This design comes from an exercise in tuning for small area on the open sky130 flow, not from production work. Only simulation tests tie the RTL to the original design; equivalence was not proved. Power and IR drop assume default switching activity.

File: design/flow/run.sh
#!/bin/bash
# synth_recipe.tcl (not shown) runs the flow's synth.tcl, then flattens the netlist and writes it again
# the make line also repeats each setting of config.mk as NAME=value (left out here)
make -C /OpenROAD-flow-scripts/flow DESIGN_CONFIG=/design/flow/config.mk WORK_HOME=/design/flow/orfs CLKGATE_MAP_FILE= SYNTH_SCRIPT=/design/flow/synth_recipe.tcl finish
File: design/flow/config.mk
export PLATFORM = sky130hd
export DESIGN_NAME = top_mac_st
export DESIGN_NICKNAME = top_mac_st
export VERILOG_FILES = /design/flow/design.v
export SDC_FILE = /design/flow/constraint.sdc
export NUM_CORES = 4
export LEC_CHECK = 0
export CAP_MARGIN = 20
export CORE_MARGIN = 2
export CORE_UTILIZATION = 40
export SLEW_MARGIN = 20
File: design/flow/constraint.sdc
create_clock -name core_clock -period 10.0 [get_ports {clk}]
set_input_delay 2.0000 -clock core_clock [delete_from_list [all_inputs] [get_ports {clk}]]
set_output_delay 2.0000 -clock core_clock [all_outputs]
set_load 0.01 [all_outputs]
File: design/flow/design.v
module mac_st (clk, rst, accu_rst, a, w, config_aw, z);
	parameter HEADROOM = 4;
	input 		  clk, rst, accu_rst;
	input         [7:0] a ;            
	input         [7:0] w ;            
	input         [1:0] config_aw;
	output   reg  [15+HEADROOM:0] z;
	logic         [15+HEADROOM:0] z_tmp;
	logic         mode_8b, mode_4b, mode_2b;
	reg			  [15:0] mult;
	logic         [15:0] mult_tmp, p_88;
	logic         en8, en84;
    M88_top M88 (
    .a(a),
    .w(w),
    .mode_8b(mode_8b),.mode_4b(mode_4b), .mode_2b(mode_2b),
    .p(p_88)
    );
	always_comb begin
		case (config_aw)
			default: {mode_8b,mode_4b,mode_2b} = {1'b1, 1'b0, 1'b0};
			2'b01: {mode_8b,mode_4b,mode_2b} = {1'b0, 1'b1, 1'b0};
			2'b11: {mode_8b,mode_4b,mode_2b} = {1'b0, 1'b0, 1'b1};
		endcase
	end
	always_comb begin
		case (1'b1)
			default: mult_tmp = p_88;
			mode_4b: mult_tmp = {'0,p_88[12:4]};
			mode_2b: mult_tmp = {'0,p_88[11:6]};
		endcase
	end
	always_comb begin
		case (1'b1)
			default: z_tmp    = (accu_rst) ? '0 : $signed(z) + $signed({{HEADROOM{mult[15]}},mult});
			mode_4b: z_tmp    = (accu_rst) ? '0 : $signed(z[8+HEADROOM:0]) + $signed({{HEADROOM{mult[8]}},mult[8:0]});
			mode_2b: z_tmp    = (accu_rst) ? '0 : $signed(z[5+HEADROOM:0]) + $signed({{HEADROOM{mult[5]}},mult[5:0]});
		endcase
	end
	always_comb begin
		en8   = mode_8b;
		en84  = mode_8b|mode_4b;
	end
	always_ff @(posedge clk) begin
		if (rst) begin
			z    [5+HEADROOM:0]  <= 0;
			mult [5         :0]  <= 0;
		end
		else begin
			z    [5+HEADROOM:0]  <= z_tmp    [5+HEADROOM:0];
			mult [5         :0]  <= mult_tmp [5         :0];
		end
	end
	always_ff @(posedge clk) begin
		if (en8) begin
			if (rst) begin
				z    [15+HEADROOM: 9+HEADROOM]  <= 0;
				mult [15         : 9         ]  <= 0;
			end
			else begin
				z    [15+HEADROOM: 9+HEADROOM]  <= z_tmp    [15+HEADROOM: 9+HEADROOM];
				mult [15         : 9         ]  <= mult_tmp [15         : 9         ];
			end
		end
	end
	always_ff @(posedge clk) begin
		if (en84) begin
			if (rst) begin
				z    [8+HEADROOM:6+HEADROOM]  <= 0;
				mult [8         :6         ]  <= 0;
			end
			else begin
				z    [8+HEADROOM:6+HEADROOM]  <= z_tmp    [8+HEADROOM:6+HEADROOM];
				mult [8         :6         ]  <= mult_tmp [8         :6         ];
			end
		end
	end
endmodule  
module M_22_0 (xr1, xr2, yc1, yc2, sin11, sin12, sin21, cin11, cin12, sout21, sout22, sout12, cout21, cout22);
	input          xr1, xr2;                
	input          yc1, yc2;                
	input          sin11, sin12, sin21;     
	input          cin11, cin12;            
	output         sout21, sout22, sout12;  
	output         cout21, cout22;          
	logic          c11_21;                  
	logic          c12_22;                  
	logic          s11_22;                  
	M_adderUnit	M11 (
		.a         (xr1),
		.b         (yc1),
		.sin       (sin11),
		.cin       (cin11),
		.enable    (1'b1),
		.not_sel   (1'b1),
		.sout      (s11_22),
		.cout      (c11_21)
	);
	M_adderUnit	M12 (
		.a         (xr1),
		.b         (yc2),
		.sin       (sin12),
		.cin       (cin12),
		.enable    (1'b1),
		.not_sel   (1'b0),
		.sout      (sout12),
		.cout      (c12_22)
	);
	M_adderUnit	M21 (
		.a         (xr2),
		.b         (yc1),
		.sin       (sin21),
		.cin       (c11_21),
		.enable    (1'b1),
		.not_sel   (1'b1),
		.sout      (sout21),
		.cout      (cout21)
	);
	M_adderUnit	M22 (
		.a         (xr2),
		.b         (yc2),
		.sin       (s11_22),
		.cin       (c12_22),
		.enable    (1'b1),
		.not_sel   (1'b0),
		.sout      (sout22),
		.cout      (cout22)
	);
endmodule  
module M_22_16 (xr1, xr2, yc1, yc2, sin11, sin12, sin21, cin11, cin12, sout21, sout22, sout12, cout21, cout22, mode_2b);
	input          xr1, xr2;                
	input          yc1, yc2;                
	input          sin11, sin12, sin21;     
	input          cin11, cin12;            
	input          mode_2b;
	output         sout21, sout22, sout12;  
	output         cout21, cout22;          
	logic          c11_21;                  
	logic          c12_22;                  
	logic          s11_22;                  
	M_adderUnit	M11 (
		.a         (xr1),
		.b         (yc1),
		.sin       (sin11),
		.cin       (cin11),
		.enable    (~mode_2b),
		.not_sel   (1'b0),
		.sout      (s11_22),
		.cout      (c11_21)
	);
	M_adderUnit	M12 (
		.a         (xr1),
		.b         (yc2),
		.sin       (sin12),
		.cin       (cin12),
		.enable    (~mode_2b),
		.not_sel   (1'b0),
		.sout      (sout12),
		.cout      (c12_22)
	);
	M_adderUnit	M21 (
		.a         (xr2),
		.b         (yc1),
		.sin       (sin21),
		.cin       (c11_21),
		.enable    (~mode_2b),
		.not_sel   (1'b0),
		.sout      (sout21),
		.cout      (cout21)
	);
	M_adderUnit	M22 (
		.a         (xr2),
		.b         (yc2),
		.sin       (s11_22),
		.cin       (c12_22),
		.enable    (~mode_2b),
		.not_sel   (1'b0),
		.sout      (sout22),
		.cout      (cout22)
	);
endmodule  
module M_22_18 (xr1, xr2, yc1, yc2, sin11, sin12, sin21, cin11, cin12, sout21, sout22, sout12, cout21, cout22, mode_2b);
	input          xr1, xr2;                
	input          yc1, yc2;                
	input          sin11, sin12, sin21;     
	input          cin11, cin12;            
	input          mode_2b;
	output         sout21, sout22, sout12;  
	output         cout21, cout22;          
	logic          c11_21;                  
	logic          c12_22;                  
	logic          s11_22;                  
	M_adderUnit	M11 (
		.a         (xr1),
		.b         (yc1),
		.sin       (sin11),
		.cin       (cin11),
		.enable    (1'b1),
		.not_sel   (mode_2b),
		.sout      (s11_22),
		.cout      (c11_21)
	);
	M_adderUnit	M12 (
		.a         (xr1),
		.b         (yc2),
		.sin       (sin12),
		.cin       (cin12),
		.enable    (1'b1),
		.not_sel   (1'b0),
		.sout      (sout12),
		.cout      (c12_22)
	);
	M_adderUnit	M21 (
		.a         (xr2),
		.b         (yc1),
		.sin       (sin21),
		.cin       (c11_21),
		.enable    (1'b1),
		.not_sel   (mode_2b),
		.sout      (sout21),
		.cout      (cout21)
	);
	M_adderUnit	M22 (
		.a         (xr2),
		.b         (yc2),
		.sin       (s11_22),
		.cin       (c12_22),
		.enable    (1'b1),
		.not_sel   (1'b0),
		.sout      (sout22),
		.cout      (cout22)
	);
endmodule  
module M_22_2 (xr1, xr2, yc1, yc2, sin11, sin12, sin21, cin11, cin12, sout21, sout22, sout12, cout21, cout22, mode_2b);
	input          xr1, xr2;                
	input          yc1, yc2;                
	input          sin11, sin12, sin21;     
	input          cin11, cin12;            
	input          mode_2b;
	output         sout21, sout22, sout12;  
	output         cout21, cout22;          
	logic          c11_21;                  
	logic          c12_22;                  
	logic          s11_22;                  
	M_adderUnit	M11 (
		.a         (xr1),
		.b         (yc1),
		.sin       (sin11),
		.cin       (cin11),
		.enable    (~mode_2b),
		.not_sel   (1'b1),
		.sout      (s11_22),
		.cout      (c11_21)
	);
	M_adderUnit	M12 (
		.a         (xr1),
		.b         (yc2),
		.sin       (sin12),
		.cin       (cin12),
		.enable    (~mode_2b),
		.not_sel   (1'b0),
		.sout      (sout12),
		.cout      (c12_22)
	);
	M_adderUnit	M21 (
		.a         (xr2),
		.b         (yc1),
		.sin       (sin21),
		.cin       (c11_21),
		.enable    (~mode_2b),
		.not_sel   (1'b1),
		.sout      (sout21),
		.cout      (cout21)
	);
	M_adderUnit	M22 (
		.a         (xr2),
		.b         (yc2),
		.sin       (s11_22),
		.cin       (c12_22),
		.enable    (~mode_2b),
		.not_sel   (1'b0),
		.sout      (sout22),
		.cout      (cout22)
	);
endmodule  
module M_22_32 (xr1, xr2, yc1, yc2, sin11, sin12, sin21, cin11, cin12, sout21, sout22, sout12, cout21, cout22, mode_8b);
	input          xr1, xr2;                
	input          yc1, yc2;                
	input          sin11, sin12, sin21;     
	input          cin11, cin12;            
	input          mode_8b;
	output         sout21, sout22, sout12;  
	output         cout21, cout22;          
	logic          c11_21;                  
	logic          c12_22;                  
	logic          s11_22;                  
	M_adderUnit	M11 (
		.a         (xr1),
		.b         (yc1),
		.sin       (sin11),
		.cin       (cin11),
		.enable    (mode_8b),
		.not_sel   (1'b0),
		.sout      (s11_22),
		.cout      (c11_21)
	);
	M_adderUnit	M12 (
		.a         (xr1),
		.b         (yc2),
		.sin       (sin12),
		.cin       (cin12),
		.enable    (mode_8b),
		.not_sel   (1'b0),
		.sout      (sout12),
		.cout      (c12_22)
	);
	M_adderUnit	M21 (
		.a         (xr2),
		.b         (yc1),
		.sin       (sin21),
		.cin       (c11_21),
		.enable    (mode_8b),
		.not_sel   (1'b0),
		.sout      (sout21),
		.cout      (cout21)
	);
	M_adderUnit	M22 (
		.a         (xr2),
		.b         (yc2),
		.sin       (s11_22),
		.cin       (c12_22),
		.enable    (mode_8b),
		.not_sel   (1'b0),
		.sout      (sout22),
		.cout      (cout22)
	);
endmodule  
module M_22_36 (xr1, xr2, yc1, yc2, sin11, sin12, sin21, cin11, cin12, sout21, sout22, sout12, cout21, cout22, mode_8b);
	input          xr1, xr2;                
	input          yc1, yc2;                
	input          sin11, sin12, sin21;     
	input          cin11, cin12;            
	input          mode_8b;
	output         sout21, sout22, sout12;  
	output         cout21, cout22;          
	logic          c11_21;                  
	logic          c12_22;                  
	logic          s11_22;                  
	M_adderUnit	M11 (
		.a         (xr1),
		.b         (yc1),
		.sin       (sin11),
		.cin       (cin11),
		.enable    (1'b1),
		.not_sel   (~mode_8b),
		.sout      (s11_22),
		.cout      (c11_21)
	);
	M_adderUnit	M12 (
		.a         (xr1),
		.b         (yc2),
		.sin       (sin12),
		.cin       (cin12),
		.enable    (1'b1),
		.not_sel   (1'b0),
		.sout      (sout12),
		.cout      (c12_22)
	);
	M_adderUnit	M21 (
		.a         (xr2),
		.b         (yc1),
		.sin       (sin21),
		.cin       (c11_21),
		.enable    (1'b1),
		.not_sel   (~mode_8b),
		.sout      (sout21),
		.cout      (cout21)
	);
	M_adderUnit	M22 (
		.a         (xr2),
		.b         (yc2),
		.sin       (s11_22),
		.cin       (c12_22),
		.enable    (1'b1),
		.not_sel   (1'b0),
		.sout      (sout22),
		.cout      (cout22)
	);
endmodule  
module M_22_38 (xr1, xr2, yc1, yc2, sin11, sin12, sin21, cin11, cin12, sout21, sout22, sout12, cout21, cout22, mode_2b, mode_4b);
	input          xr1, xr2;                
	input          yc1, yc2;                
	input          sin11, sin12, sin21;     
	input          cin11, cin12;            
	input          mode_2b;
	input          mode_4b;
	output         sout21, sout22, sout12;  
	output         cout21, cout22;          
	logic          c11_21;                  
	logic          c12_22;                  
	logic          s11_22;                  
	M_adderUnit	M11 (
		.a         (xr1),
		.b         (yc1),
		.sin       (sin11),
		.cin       (cin11),
		.enable    (~mode_2b),
		.not_sel   (mode_4b),
		.sout      (s11_22),
		.cout      (c11_21)
	);
	M_adderUnit	M12 (
		.a         (xr1),
		.b         (yc2),
		.sin       (sin12),
		.cin       (cin12),
		.enable    (~mode_2b),
		.not_sel   (1'b0),
		.sout      (sout12),
		.cout      (c12_22)
	);
	M_adderUnit	M21 (
		.a         (xr2),
		.b         (yc1),
		.sin       (sin21),
		.cin       (c11_21),
		.enable    (~mode_2b),
		.not_sel   (mode_4b),
		.sout      (sout21),
		.cout      (cout21)
	);
	M_adderUnit	M22 (
		.a         (xr2),
		.b         (yc2),
		.sin       (s11_22),
		.cin       (c12_22),
		.enable    (~mode_2b),
		.not_sel   (1'b0),
		.sout      (sout22),
		.cout      (cout22)
	);
endmodule  
module M_22_4 (xr1, xr2, yc1, yc2, sin11, sin12, sin21, cin11, cin12, sout21, sout22, sout12, cout21, cout22, mode_8b);
	input          xr1, xr2;                
	input          yc1, yc2;                
	input          sin11, sin12, sin21;     
	input          cin11, cin12;            
	input          mode_8b;
	output         sout21, sout22, sout12;  
	output         cout21, cout22;          
	logic          c11_21;                  
	logic          c12_22;                  
	logic          s11_22;                  
	M_adderUnit	M11 (
		.a         (xr1),
		.b         (yc1),
		.sin       (sin11),
		.cin       (cin11),
		.enable    (mode_8b),
		.not_sel   (1'b1),
		.sout      (s11_22),
		.cout      (c11_21)
	);
	M_adderUnit	M12 (
		.a         (xr1),
		.b         (yc2),
		.sin       (sin12),
		.cin       (cin12),
		.enable    (mode_8b),
		.not_sel   (1'b0),
		.sout      (sout12),
		.cout      (c12_22)
	);
	M_adderUnit	M21 (
		.a         (xr2),
		.b         (yc1),
		.sin       (sin21),
		.cin       (c11_21),
		.enable    (mode_8b),
		.not_sel   (1'b1),
		.sout      (sout21),
		.cout      (cout21)
	);
	M_adderUnit	M22 (
		.a         (xr2),
		.b         (yc2),
		.sin       (s11_22),
		.cin       (c12_22),
		.enable    (mode_8b),
		.not_sel   (1'b0),
		.sout      (sout22),
		.cout      (cout22)
	);
endmodule  
module M_44_0 (xr1, xr2, xr3, xr4, 
               yc1, yc2, yc3, yc4,
               sin11, sin12, sin13, sin14, 
               sin21, sin31, sin41,
               cin11, cin12, cin13, cin14, 
               sout14, sout24, sout34, sout44,
               sout41, sout42, sout43, 
               cout41, cout42, cout43, cout44, 
               mode_2b);
	input          xr1, xr2, xr3, xr4;                
	input          yc1, yc2, yc3, yc4;                
	input          sin11, sin12, sin13, sin14;        
	input          sin21, sin31, sin41;               
	input          cin11, cin12, cin13, cin14;        
	input          mode_2b;
	output         sout14, sout24, sout34, sout44;    
	output         sout41, sout42, sout43;            
	output         cout41, cout42, cout43, cout44;    
	logic          c21_31, c22_32, c23_33, c24_34;            
	logic          s21_32, s22_33, s23_34, s12_23, s32_43;    
	M_22_0	M_22_0 (
		.xr1 (xr1),.xr2 (xr2),.yc1 (yc1),.yc2 (yc2),
		.sin11 (sin11),.sin12 (sin12),.sin21 (sin21),
		.cin11 (cin11),.cin12 (cin12),
		.sout21 (s21_32),.sout22 (s22_33),.sout12 (s12_23),
		.cout21 (c21_31),.cout22 (c22_32)
	);
	M_22_2	M_22_2 (
		.xr1 (xr3),.xr2 (xr4),.yc1 (yc1),.yc2 (yc2),
		.sin11 (sin31),.sin12 (s21_32),.sin21 (sin41),
		.cin11 (c21_31),.cin12 (c22_32),
		.mode_2b (mode_2b),
		.sout21 (sout41),.sout22 (sout42),.sout12 (s32_43),
		.cout21 (cout41),.cout22 (cout42)
	);
	M_22_16	M_22_16 (
		.xr1 (xr1),.xr2 (xr2),.yc1 (yc3),.yc2 (yc4),
		.sin11 (sin13),.sin12 (sin14),.sin21 (s12_23),
		.cin11 (cin13),.cin12 (cin14),
		.mode_2b (mode_2b),
		.sout21 (s23_34),.sout22 (sout24),.sout12 (sout14),
		.cout21 (c23_33),.cout22 (c24_34)
	);
	M_22_18	M_22_18 (
		.xr1 (xr3),.xr2 (xr4),.yc1 (yc3),.yc2 (yc4),
		.sin11 (s22_33),.sin12 (s23_34),.sin21 (s32_43),
		.cin11 (c23_33),.cin12 (c24_34),
		.mode_2b (mode_2b),
		.sout21 (sout43),.sout22 (sout44),.sout12 (sout34),
		.cout21 (cout43),.cout22 (cout44)
	);
endmodule  
module M_44_32 (xr1, xr2, xr3, xr4, 
                yc1, yc2, yc3, yc4,
                sin11, sin12, sin13, sin14, 
                sin21, sin31, sin41,
                cin11, cin12, cin13, cin14, 
                sout14, sout24, sout34, sout44,
                sout41, sout42, sout43, 
                cout41, cout42, cout43, cout44, 
                mode_8b);
	input          xr1, xr2, xr3, xr4;                
	input          yc1, yc2, yc3, yc4;                
	input          sin11, sin12, sin13, sin14;        
	input          sin21, sin31, sin41;               
	input          cin11, cin12, cin13, cin14;        
	input          mode_8b;
	output         sout14, sout24, sout34, sout44;    
	output         sout41, sout42, sout43;            
	output         cout41, cout42, cout43, cout44;    
	logic          c21_31, c22_32, c23_33, c24_34;            
	logic          s21_32, s22_33, s23_34, s12_23, s32_43;    
	M_22_32	M_22_32 (
		.xr1 (xr1),.xr2 (xr2),.yc1 (yc1),.yc2 (yc2),
		.sin11 (sin11),.sin12 (sin12),.sin21 (sin21),
		.cin11 (cin11),.cin12 (cin12),
		.mode_8b (mode_8b),
		.sout21 (s21_32),.sout22 (s22_33),.sout12 (s12_23),
		.cout21 (c21_31),.cout22 (c22_32)
	);
	M_22_32	M_22_34 (
		.xr1 (xr3),.xr2 (xr4),.yc1 (yc1),.yc2 (yc2),
		.sin11 (sin31),.sin12 (s21_32),.sin21 (sin41),
		.cin11 (c21_31),.cin12 (c22_32),
		.mode_8b (mode_8b),
		.sout21 (sout41),.sout22 (sout42),.sout12 (s32_43),
		.cout21 (cout41),.cout22 (cout42)
	);
	M_22_32	M_22_48 (
		.xr1 (xr1),.xr2 (xr2),.yc1 (yc3),.yc2 (yc4),
		.sin11 (sin13),.sin12 (sin14),.sin21 (s12_23),
		.cin11 (cin13),.cin12 (cin14),
		.mode_8b (mode_8b),
		.sout21 (s23_34),.sout22 (sout24),.sout12 (sout14),
		.cout21 (c23_33),.cout22 (c24_34)
	);
	M_22_32	M_22_50 (
		.xr1 (xr3),.xr2 (xr4),.yc1 (yc3),.yc2 (yc4),
		.sin11 (s22_33),.sin12 (s23_34),.sin21 (s32_43),
		.cin11 (c23_33),.cin12 (c24_34),
		.mode_8b (mode_8b),
		.sout21 (sout43),.sout22 (sout44),.sout12 (sout34),
		.cout21 (cout43),.cout22 (cout44)
	);
endmodule  
module M_44_36 (xr1, xr2, xr3, xr4, 
               yc1, yc2, yc3, yc4,
               sin11, sin12, sin13, sin14, 
               sin21, sin31, sin41,
               cin11, cin12, cin13, cin14, 
               sout14, sout24, sout34, sout44,
               sout41, sout42, sout43, 
               cout41, cout42, cout43, cout44, 
               mode_2b, mode_4b, mode_8b);
	input          xr1, xr2, xr3, xr4;                
	input          yc1, yc2, yc3, yc4;                
	input          sin11, sin12, sin13, sin14;        
	input          sin21, sin31, sin41;               
	input          cin11, cin12, cin13, cin14;        
	input          mode_2b;
	input          mode_4b;
	input          mode_8b;
	output         sout14, sout24, sout34, sout44;    
	output         sout41, sout42, sout43;            
	output         cout41, cout42, cout43, cout44;    
	logic          c21_31, c22_32, c23_33, c24_34;            
	logic          s21_32, s22_33, s23_34, s12_23, s32_43;    
	M_22_36	M_22_36 (
		.xr1 (xr1),.xr2 (xr2),.yc1 (yc1),.yc2 (yc2),
		.sin11 (sin11),.sin12 (sin12),.sin21 (sin21),
		.cin11 (cin11),.cin12 (cin12),
		.mode_8b(mode_8b),
		.sout21 (s21_32),.sout22 (s22_33),.sout12 (s12_23),
		.cout21 (c21_31),.cout22 (c22_32)
	);
	M_22_38	M_22_38 (
		.xr1 (xr3),.xr2 (xr4),.yc1 (yc1),.yc2 (yc2),
		.sin11 (sin31),.sin12 (s21_32),.sin21 (sin41),
		.cin11 (c21_31),.cin12 (c22_32),
		.mode_2b (mode_2b),
		.mode_4b (mode_4b),
		.sout21 (sout41),.sout22 (sout42),.sout12 (s32_43),
		.cout21 (cout41),.cout22 (cout42)
	);
	M_22_16	M_22_52 (
		.xr1 (xr1),.xr2 (xr2),.yc1 (yc3),.yc2 (yc4),
		.sin11 (sin13),.sin12 (sin14),.sin21 (s12_23),
		.cin11 (cin13),.cin12 (cin14),
		.mode_2b (mode_2b),
		.sout21 (s23_34),.sout22 (sout24),.sout12 (sout14),
		.cout21 (c23_33),.cout22 (c24_34)
	);
	M_22_18	M_22_54 (
		.xr1 (xr3),.xr2 (xr4),.yc1 (yc3),.yc2 (yc4),
		.sin11 (s22_33),.sin12 (s23_34),.sin21 (s32_43),
		.cin11 (c23_33),.cin12 (c24_34),
		.mode_2b (mode_2b),
		.sout21 (sout43),.sout22 (sout44),.sout12 (sout34),
		.cout21 (cout43),.cout22 (cout44)
	);
endmodule  
module M_44_4 (xr1, xr2, xr3, xr4, 
               yc1, yc2, yc3, yc4,
               sin11, sin12, sin13, sin14, 
               sin21, sin31, sin41,
               cin11, cin12, cin13, cin14, 
               sout14, sout24, sout34, sout44,
               sout41, sout42, sout43, 
               cout41, cout42, cout43, cout44, 
               mode_8b);
	input          xr1, xr2, xr3, xr4;                
	input          yc1, yc2, yc3, yc4;                
	input          sin11, sin12, sin13, sin14;        
	input          sin21, sin31, sin41;               
	input          cin11, cin12, cin13, cin14;        
	input          mode_8b;
	output         sout14, sout24, sout34, sout44;    
	output         sout41, sout42, sout43;            
	output         cout41, cout42, cout43, cout44;    
	logic          c21_31, c22_32, c23_33, c24_34;            
	logic          s21_32, s22_33, s23_34, s12_23, s32_43;    
	M_22_4	M_22_4 (
		.xr1 (xr1),.xr2 (xr2),.yc1 (yc1),.yc2 (yc2),
		.sin11 (sin11),.sin12 (sin12),.sin21 (sin21),
		.cin11 (cin11),.cin12 (cin12),
		.mode_8b (mode_8b),
		.sout21 (s21_32),.sout22 (s22_33),.sout12 (s12_23),
		.cout21 (c21_31),.cout22 (c22_32)
	);
	M_22_4	M_22_6 (
		.xr1 (xr3),.xr2 (xr4),.yc1 (yc1),.yc2 (yc2),
		.sin11 (sin31),.sin12 (s21_32),.sin21 (sin41),
		.cin11 (c21_31),.cin12 (c22_32),
		.mode_8b (mode_8b),
		.sout21 (sout41),.sout22 (sout42),.sout12 (s32_43),
		.cout21 (cout41),.cout22 (cout42)
	);
	M_22_32	M_22_20 (
		.xr1 (xr1),.xr2 (xr2),.yc1 (yc3),.yc2 (yc4),
		.sin11 (sin13),.sin12 (sin14),.sin21 (s12_23),
		.cin11 (cin13),.cin12 (cin14),
		.mode_8b (mode_8b),
		.sout21 (s23_34),.sout22 (sout24),.sout12 (sout14),
		.cout21 (c23_33),.cout22 (c24_34)
	);
	M_22_32	M_22_22 (
		.xr1 (xr3),.xr2 (xr4),.yc1 (yc3),.yc2 (yc4),
		.sin11 (s22_33),.sin12 (s23_34),.sin21 (s32_43),
		.cin11 (c23_33),.cin12 (c24_34),
		.mode_8b (mode_8b),
		.sout21 (sout43),.sout22 (sout44),.sout12 (sout34),
		.cout21 (cout43),.cout22 (cout44)
	);
endmodule  
module M_88_0 (xr1, xr2, xr3, xr4, xr5, xr6, xr7, xr8, 
               yc1, yc2, yc3, yc4, yc5, yc6, yc7, yc8,
               sin11, sin12, sin13, sin14, sin15, sin16, sin17, sin18, 
               sin21, sin31, sin41, sin51, sin61, sin71, sin81,
               cin11, cin12, cin13, cin14, cin15, cin16, cin17, cin18, 
               sout18, sout28, sout38, sout48, sout58, sout68, sout78, sout88,
               sout81, sout82, sout83, sout84, sout85, sout86, sout87, 
               cout81, cout82, cout83, cout84, cout85, cout86, cout87, cout88, 
               mode_2b, mode_4b, mode_8b);
	input          xr1, xr2, xr3, xr4, xr5, xr6, xr7, xr8;                        
	input          yc1, yc2, yc3, yc4, yc5, yc6, yc7, yc8;                        
	input          sin11, sin12, sin13, sin14, sin15, sin16, sin17, sin18;        
	input          sin21, sin31, sin41, sin51, sin61, sin71, sin81;               
	input          cin11, cin12, cin13, cin14, cin15, cin16, cin17, cin18;        
	input          mode_2b, mode_4b, mode_8b;
	output         sout18, sout28, sout38, sout48, sout58, sout68, sout78, sout88;    
	output         sout81, sout82, sout83, sout84, sout85, sout86, sout87;            
	output         cout81, cout82, cout83, cout84, cout85, cout86, cout87, cout88;    
	logic          c41_51, c42_52, c43_53, c44_54, c45_55, c46_56, c47_57, c48_58;                                          
	logic          s41_52, s42_53, s43_54, s44_55, s45_56, s46_57,s47_58, s14_25, s24_35,s34_45, s54_65, s64_75, s74_85;    
	M_44_0	M_44_0 (
		.xr1(xr1),.xr2(xr2), .xr3(xr3), .xr4(xr4),
		.yc1(yc1),.yc2(yc2), .yc3(yc3),.yc4(yc4),
		.sin11(sin11), .sin12(sin12), .sin13(sin13), .sin14(sin14),
		.sin21(sin21), .sin31(sin31), .sin41(sin41),
		.cin11(cin11), .cin12(cin12), .cin13(cin13), .cin14(cin14),
		.mode_2b(mode_2b),
		.sout14(s14_25), .sout24(s24_35), .sout34(s34_45), .sout44(s44_55),
		.sout41(s41_52), .sout42(s42_53), .sout43(s43_54),
		.cout41(c41_51), .cout42(c42_52), .cout43(c43_53), .cout44(c44_54)
	);
	M_44_4	M_44_4 (
		.xr1(xr5),.xr2(xr6), .xr3(xr7), .xr4(xr8),
		.yc1(yc1),.yc2(yc2), .yc3(yc3),.yc4(yc4),
		.sin11(sin51), .sin12(s41_52), .sin13(s42_53), .sin14(s43_54),
		.sin21(sin61), .sin31(sin71), .sin41(sin81),
		.cin11(c41_51), .cin12(c42_52), .cin13(c43_53), .cin14(c44_54),
		.mode_8b(mode_8b),
		.sout14(s54_65), .sout24(s64_75), .sout34(s74_85), .sout44(sout84),
		.sout41(sout81), .sout42(sout82), .sout43(sout83),
		.cout41(cout81), .cout42(cout82), .cout43(cout83), .cout44(cout84)
	);
	M_44_32	M_44_32 (
		.xr1(xr1),.xr2(xr2), .xr3(xr3), .xr4(xr4),
		.yc1(yc5),.yc2(yc6), .yc3(yc7),.yc4(yc8),
		.sin11(sin15), .sin12(sin16), .sin13(sin17), .sin14(sin18),
		.sin21(s14_25), .sin31(s24_35), .sin41(s34_45),
		.cin11(cin15), .cin12(cin16), .cin13(cin17), .cin14(cin18),
		.mode_8b(mode_8b),
		.sout14(sout18), .sout24(sout28), .sout34(sout38), .sout44(sout48),
		.sout41(s45_56), .sout42(s46_57), .sout43(s47_58),
		.cout41(c45_55), .cout42(c46_56), .cout43(c47_57), .cout44(c48_58)
	);
	M_44_36	M_44_36 (
		.xr1(xr5),.xr2(xr6), .xr3(xr7), .xr4(xr8),
		.yc1(yc5),.yc2(yc6), .yc3(yc7),.yc4(yc8),
		.sin11(s44_55), .sin12(s45_56), .sin13(s46_57), .sin14(s47_58),
		.sin21(s54_65), .sin31(s64_75), .sin41(s74_85),
		.cin11(c45_55), .cin12(c46_56), .cin13(c47_57), .cin14(c48_58),
		.mode_2b(mode_2b), .mode_4b(mode_4b), .mode_8b(mode_8b),
		.sout14(sout58), .sout24(sout68), .sout34(sout78), .sout44(sout88),
		.sout41(sout85), .sout42(sout86), .sout43(sout87),
		.cout41(cout85), .cout42(cout86), .cout43(cout87), .cout44(cout88)
	);
endmodule  
module M88_downAdder (s,c,mode_8b,p_high);
	input    [6:0] s;
	input    [7:0] c;
	input          mode_8b;
	output   [7:0] p_high;
	assign p_high = (mode_8b) ? {1'b1,s}+c : {1'b0,s}+c;
endmodule  
module M88_top (a, w, p, mode_8b, mode_4b, mode_2b);
	input    [7:0] a;       
	input    [7:0] w;       
	input          mode_8b;
	input          mode_4b;
	input          mode_2b;
	output  [15:0] p;      
	logic          sout81, sout82, sout83, sout84, sout85, sout86, sout87;            
	logic          cout81, cout82, cout83, cout84, cout85, cout86, cout87, cout88;    
	logic          sin11, sin21, sin31, sin51, sin61;                                 
	always_comb begin
		sin11 = mode_8b;
		sin21 = mode_4b;
		sin31 = mode_2b;
		sin51 = mode_2b;
		sin61 = mode_4b;
	end	
	M_88_0	M_88_0 (
		.xr1(a[0]), .xr2(a[1]), .xr3(a[2]), .xr4(a[3]), .xr5(a[4]), .xr6(a[5]), .xr7(a[6]), .xr8(a[7]), 
		.yc1(w[7]), .yc2(w[6]), .yc3(w[5]), .yc4(w[4]), .yc5(w[3]), .yc6(w[2]), .yc7(w[1]), .yc8(w[0]),
		.sin11(sin11), .sin12(1'b0), .sin13(1'b0), .sin14(1'b0), .sin15(1'b0), .sin16(1'b0), .sin17(1'b0), .sin18(1'b0),
		.sin21(sin21), .sin31(sin31), .sin41(1'b0), .sin51(sin51), .sin61(sin61), .sin71(1'b0), .sin81(1'b0),
        .cin11(1'b0), .cin12(1'b0), .cin13(1'b0), .cin14(1'b0), .cin15(1'b0), .cin16(1'b0), .cin17(1'b0), .cin18(1'b0),
		.mode_2b(mode_2b), .mode_4b(mode_4b), .mode_8b(mode_8b),
		.sout18(p[0]), .sout28(p[1]), .sout38(p[2]), .sout48(p[3]), .sout58(p[4]), .sout68(p[5]), .sout78(p[6]), .sout88(p[7]),
		.sout81(sout81), .sout82(sout82), .sout83(sout83), .sout84(sout84), .sout85(sout85), .sout86(sout86), .sout87(sout87), 
		.cout81(cout81), .cout82(cout82), .cout83(cout83), .cout84(cout84), .cout85(cout85), .cout86(cout86), .cout87(cout87), .cout88(cout88)
	);
	M88_downAdder	M88_downAdder (
		.s({sout81,sout82,sout83,sout84,sout85,sout86,sout87}),
		.c({cout81,cout82,cout83,cout84,cout85,cout86,cout87,cout88}),
		.mode_8b(mode_8b),
		.p_high(p[15:8])
	);
endmodule  
module M_adderUnit (a, b, sin, cin, enable, not_sel, sout, cout);
	input          a;
	input          b;
	input          sin;
	input          cin;
	input          enable;
	input          not_sel;
	output         sout;
	output         cout;
	logic ab;
	always_comb begin
		if (enable)
			ab = (not_sel) ? ~(a&b) : (a&b);
		else
			ab = 1'b0;
	end	
	assign {cout,sout} = sin + cin + ab;
endmodule  
module top_mac_st (clk, rst, accu_rst, a, w, config_aw, z);
	parameter HEADROOM = 4;
	input 		             clk;
	input 		             rst;
	input 		             accu_rst;
	input    [7:0]           a ;            
	input    [7:0]           w ;            
	input    [1:0]           config_aw;
	output   [15+HEADROOM:0] z;
	reg		 [7:0]           a_reg;
	reg		 [7:0]           w_reg;
	reg                      rst_reg;
	reg                      accu_rst_reg;
	mac_st #(
		.HEADROOM   (HEADROOM)
	)
	mac (
		.clk        (clk),
		.rst        (rst_reg),
		.accu_rst   (accu_rst_reg),
		.a          (a_reg),
		.w          (w_reg),
		.config_aw  (config_aw),
		.z          (z)
	);
	always_ff @(posedge clk) begin
		rst_reg       <= rst;
		accu_rst_reg  <= accu_rst;
	end
	always_ff @(posedge clk) begin
		if (rst == 1) begin
			w_reg <= 0;
			a_reg <= 0;
		end
		else begin
			w_reg <= w;
			a_reg <= a;
		end
	end
endmodule  
==> results_dict.tcl <==
set metrics [dict create \
    antenna_found_initial 0 \
    first_global_vias 3795 \
    fin_crit_sh_pct 85.4 \
    worst_path_max_delay_cell "clkdlybuf4s50_1" \
    layout.cells.most_common "inv_1" \
    cts_sinks 54 \
    gr-total-overflow 0 \
    synth.distinct_cells 50 \
    gp_congestion 0.822 \
    p_clk_share_pct 22.3 \
    first_iter_violations 203 \
    die_x_um 116 \
    critPathMaxStageDelay_ns 0.79 \
    path_clk_slew_ns 0.06 \
    dp_cells 736 \
    path_class "input pin to flip-flop" \
    synth_nets 653 \
    fin_setup_tns_ns 0 \
    fill_cells 1233 \
    arrival_ns 8.59 \
    final_cell_mix "inv_1 (60), ha_1 (47), fa_1 (45)" \
    portBuffers 40 \
    cts_resized 0 \
    sequentialPowerShare_pct 32.7 \
    rsz0062_at_grt "false" \
    max_freq_ghz 0.117 \
    cts-root-buf "clkbuf_16" \
    clock_path_buffers 2 \
    start_util_pct 40.5 \
    slew_violations 0 \
    yosysSeqAreaShare_pct 25.4 \
    synth_area_mm2 0.00505 \
    finalNonFillerCells 744 \
    setup.worst_path.start_class "input pin" \
    pwr-share-comb_pct 45.1 \
    cp_max_fo 14 \
    htreeDepth 2 \
    drv_cap 0 \
    num_antenna_cells 0 \
    reg2reg_slack_ns 3.90 \
    ys_seq_elements 54 \
    async_flop_share_pct 0 \
    yosysWarningCount 4 \
    numCtsBuffers 5 \
    cp.required_ns 10.05 \
    vias 3694 \
    synth_edf_count 20 \
    largest_reg_flops 20 \
    cp_common_cell "fa_1" \
    dp_hpwl_um 8390 \
    via_per_inst 4.97 \
    skew_ns 0.00909 \
    nets 684 \
    finalHoldViolations 0 \
    largestRegisters "mac.z (20), mac.mult (16)" \
    ir_drop_mv 0.0605 \
    syn_area_per_cell_um2 9.35 \
    area_growth_pct 14.3 \
    maxSlewHeadroom_pct 46.5 \
    switchingPower_w 0.000305 \
    power_density_mw_per_mm2 146 \
    tightestPinTransition_ns 0.797 \
    dieArea_mm2 0.0135 \
    synth_flop_cell "dfxtp_1" \
    power_switching_share_pct 36.3 \
    insertion_delay_ns 0.30 \
    grt_max_degree 22 \
    grt.total_usage_pct 16.4 \
    syn_inst 540 \
    drc_errors 0 \
    die_h_um 116 \
    finalSetupViolations 0 \
    core_mm2 0.0125 \
    fp-row-count 41 \
    wl_per_cell_um 13.6 \
    crit_chain "clkdlybuf4s50_1, nand2b_1, inv_1, fa_1, fa_1, fa_1, inv_1, fa_1, inv_1, fa_1, inv_1, fa_1, fa_1, inv_1, ha_1, a21o_1, a21oi_1, nor2b_1, o21a_1, o41a_1, xor2_1, nor2_1" \
    drive_gt1_share_pct 3.85 \
    ant_nets 0 \
    status "timing/DRC/antenna clean" \
    top_register "mac.z" \
    p_int_w 0.000535 \
    hold_buffers 0 \
    min_path_type "flip-flop to flip-flop" \
    cts_tree "yes" \
    worstSetupEndpointType "flip-flop" \
    dr.pass1.iters 4 \
    grt_pass1_wl_um 17500 \
    p_leak_nw 2.64 \
    period_minus_slack_ns 8.54 \
    io_pins 41 \
    cts_setup_buffers 0 \
    drt_wl_total_um 10200 \
]
## final cells by class
cell class | instances | area, um2 | share of cell area (%)
Multi-Input combinational cell | 406 | 3460 | 60.0
Clock buffer | 7 | 154 | 2.67
Sequential cell | 54 | 1280 | 22.2
Tap cell | 172 | 215 | 3.73
Inverter | 61 | 229 | 3.97
Timing Repair Buffer | 43 | 423 | 7.33
Clock inverter | 1 | 6.26 | 0.108
## Yosys cell counts, drive strengths merged, types with 2 or more instances
master | instances | share of area [%]
dfxtp | 34 | 13
or2 | 5 | 0.62
o21a | 5 | 0.74
o21bai | 5 | 0.74
a41oi | 2 | 0.35
o31ai | 3 | 0.45
ha | 47 | 12
nand2 | 30 | 2.2
nor3 | 5 | 0.50
mux2i | 7 | 1.4
xnor2 | 25 | 4.3
a21oi | 32 | 3.4
nor2b | 32 | 4.0
fa | 45 | 18
and3 | 13 | 1.7
o21ai | 12 | 1.2
xor2 | 11 | 1.9
a31oi | 5 | 0.92
a21o | 17 | 2.5
and2 | 25 | 3.1
or3 | 2 | 0.25
edfxtp | 20 | 12
nand2b | 2 | 0.25
nor2 | 41 | 3.0
nand4 | 3 | 0.50
clkbuf | 12 | 0.89
buf | 7 | 0.59
a211oi | 6 | 0.89
inv | 60 | 4.5
a22oi | 2 | 0.30
o22ai | 5 | 0.62
nand3 | 8 | 0.79
## final timing paths
path | start | to | cells after the start
worst min register to register | mac.mult[0]$_SDFF_PP0_ | mac.z[0]$_SDFF_PP0_ | 2
worst max-delay path | config_aw[0] | mac.mult[15]$_SDFFCE_PP0N_ | 22
worst min-delay path | mac.mult[0]$_SDFF_PP0_ | mac.z[0]$_SDFF_PP0_ | 2
worst max register to register | w_reg[7]$_SDFF_PP0_ | mac.mult[15]$_SDFFCE_PP0N_ | 20
## per-stage QoR
| step | power (W) | area (um2) | hold WS, ns | worst slack [ns] | utilization (%) |
|---|---|---|---|---|---|
| after detailed placement | 0.000662 | 5610 | 0.543 | 1.13 | 45.0 |
| after CTS | 0.000853 | 5770 | 0.565 | 1.44 | 46.3 |
| after floorplan | 0.000565 | 5050 | 0.516 | 1.82 | - |
| after global placement | 0.000653 | 5610 | 0.528 | 1.35 | 45.0 |
| final | 0.000840 | 5770 | 0.551 | 1.46 | 46.3 |
| after global routing | 0.000917 | 5770 | 0.578 | 1.18 | 46.3 |
## per-layer routing
layer	global-route usage [%]	up-vias	wire (um)
met3	3.22	14	276
met5	0	-	0
li1	-	1870	-
met1	19.8	1756	4590
met4	5.56	0	226
met2	29.4	54	5060
## critical path: cells and delay by family
kind,cells,cell delay (ns)
buf+inv,6,1.28
compound gates,4,0.91
fa+ha+maj,8,3.85
simple gates,3,0.40
xor+xnor,1,0.14
## power groups by stage
stage	sequential [W]	clock, W	combinational [W]
finish	0.000274	0.000187	0.000379
global route	0.000278	0.000204	0.000435
CTS	0.000275	0.000194	0.000384
detailed placement	0.000280	0	0.000382
global placement	0.000279	0	0.000374
floorplan	0.000273	0	0.000292
## cells by family after synthesis
family                   count (synthesis)  share of synthesized area, %
AND/OR/NAND/NOR                        168                          17.3
buffers and inverters                   80                          6.02
flip-flops                              54                          25.4
multiplexers                             7                          1.39
AO/OA/AOI/OAI                          103                          14.2
adder cells (fa/ha/maj)                 92                          29.5
XOR/XNOR                                36                          6.25

## re-timing with driven ports
The results above use ideal ports. As a check the final layout listed here was re-extracted and re-timed, cells and wires unchanged.
Step 1 assumes that a clkbuf_16 drives the clock port and a buf_2 every other input.
Step 2 moves the port delays by t, midway between the first and last clock arrival at a register: inputs arrive t later, outputs are due t later. That takes back most of the time a late clock gives input paths.
Slacks: ideal / step 1 / step 2; pairs: ideal / step 1.
t (ns): 0.336
setup slack, ns: 1.461 / 1.478 / 1.143
slew at the worst register clock pin (ns): 0.07 / 0.07
After both steps setup and hold are still met in this run. For this run, drivers alone change the setup slack by +0.017 ns; drivers and shift together by -0.318 ns.
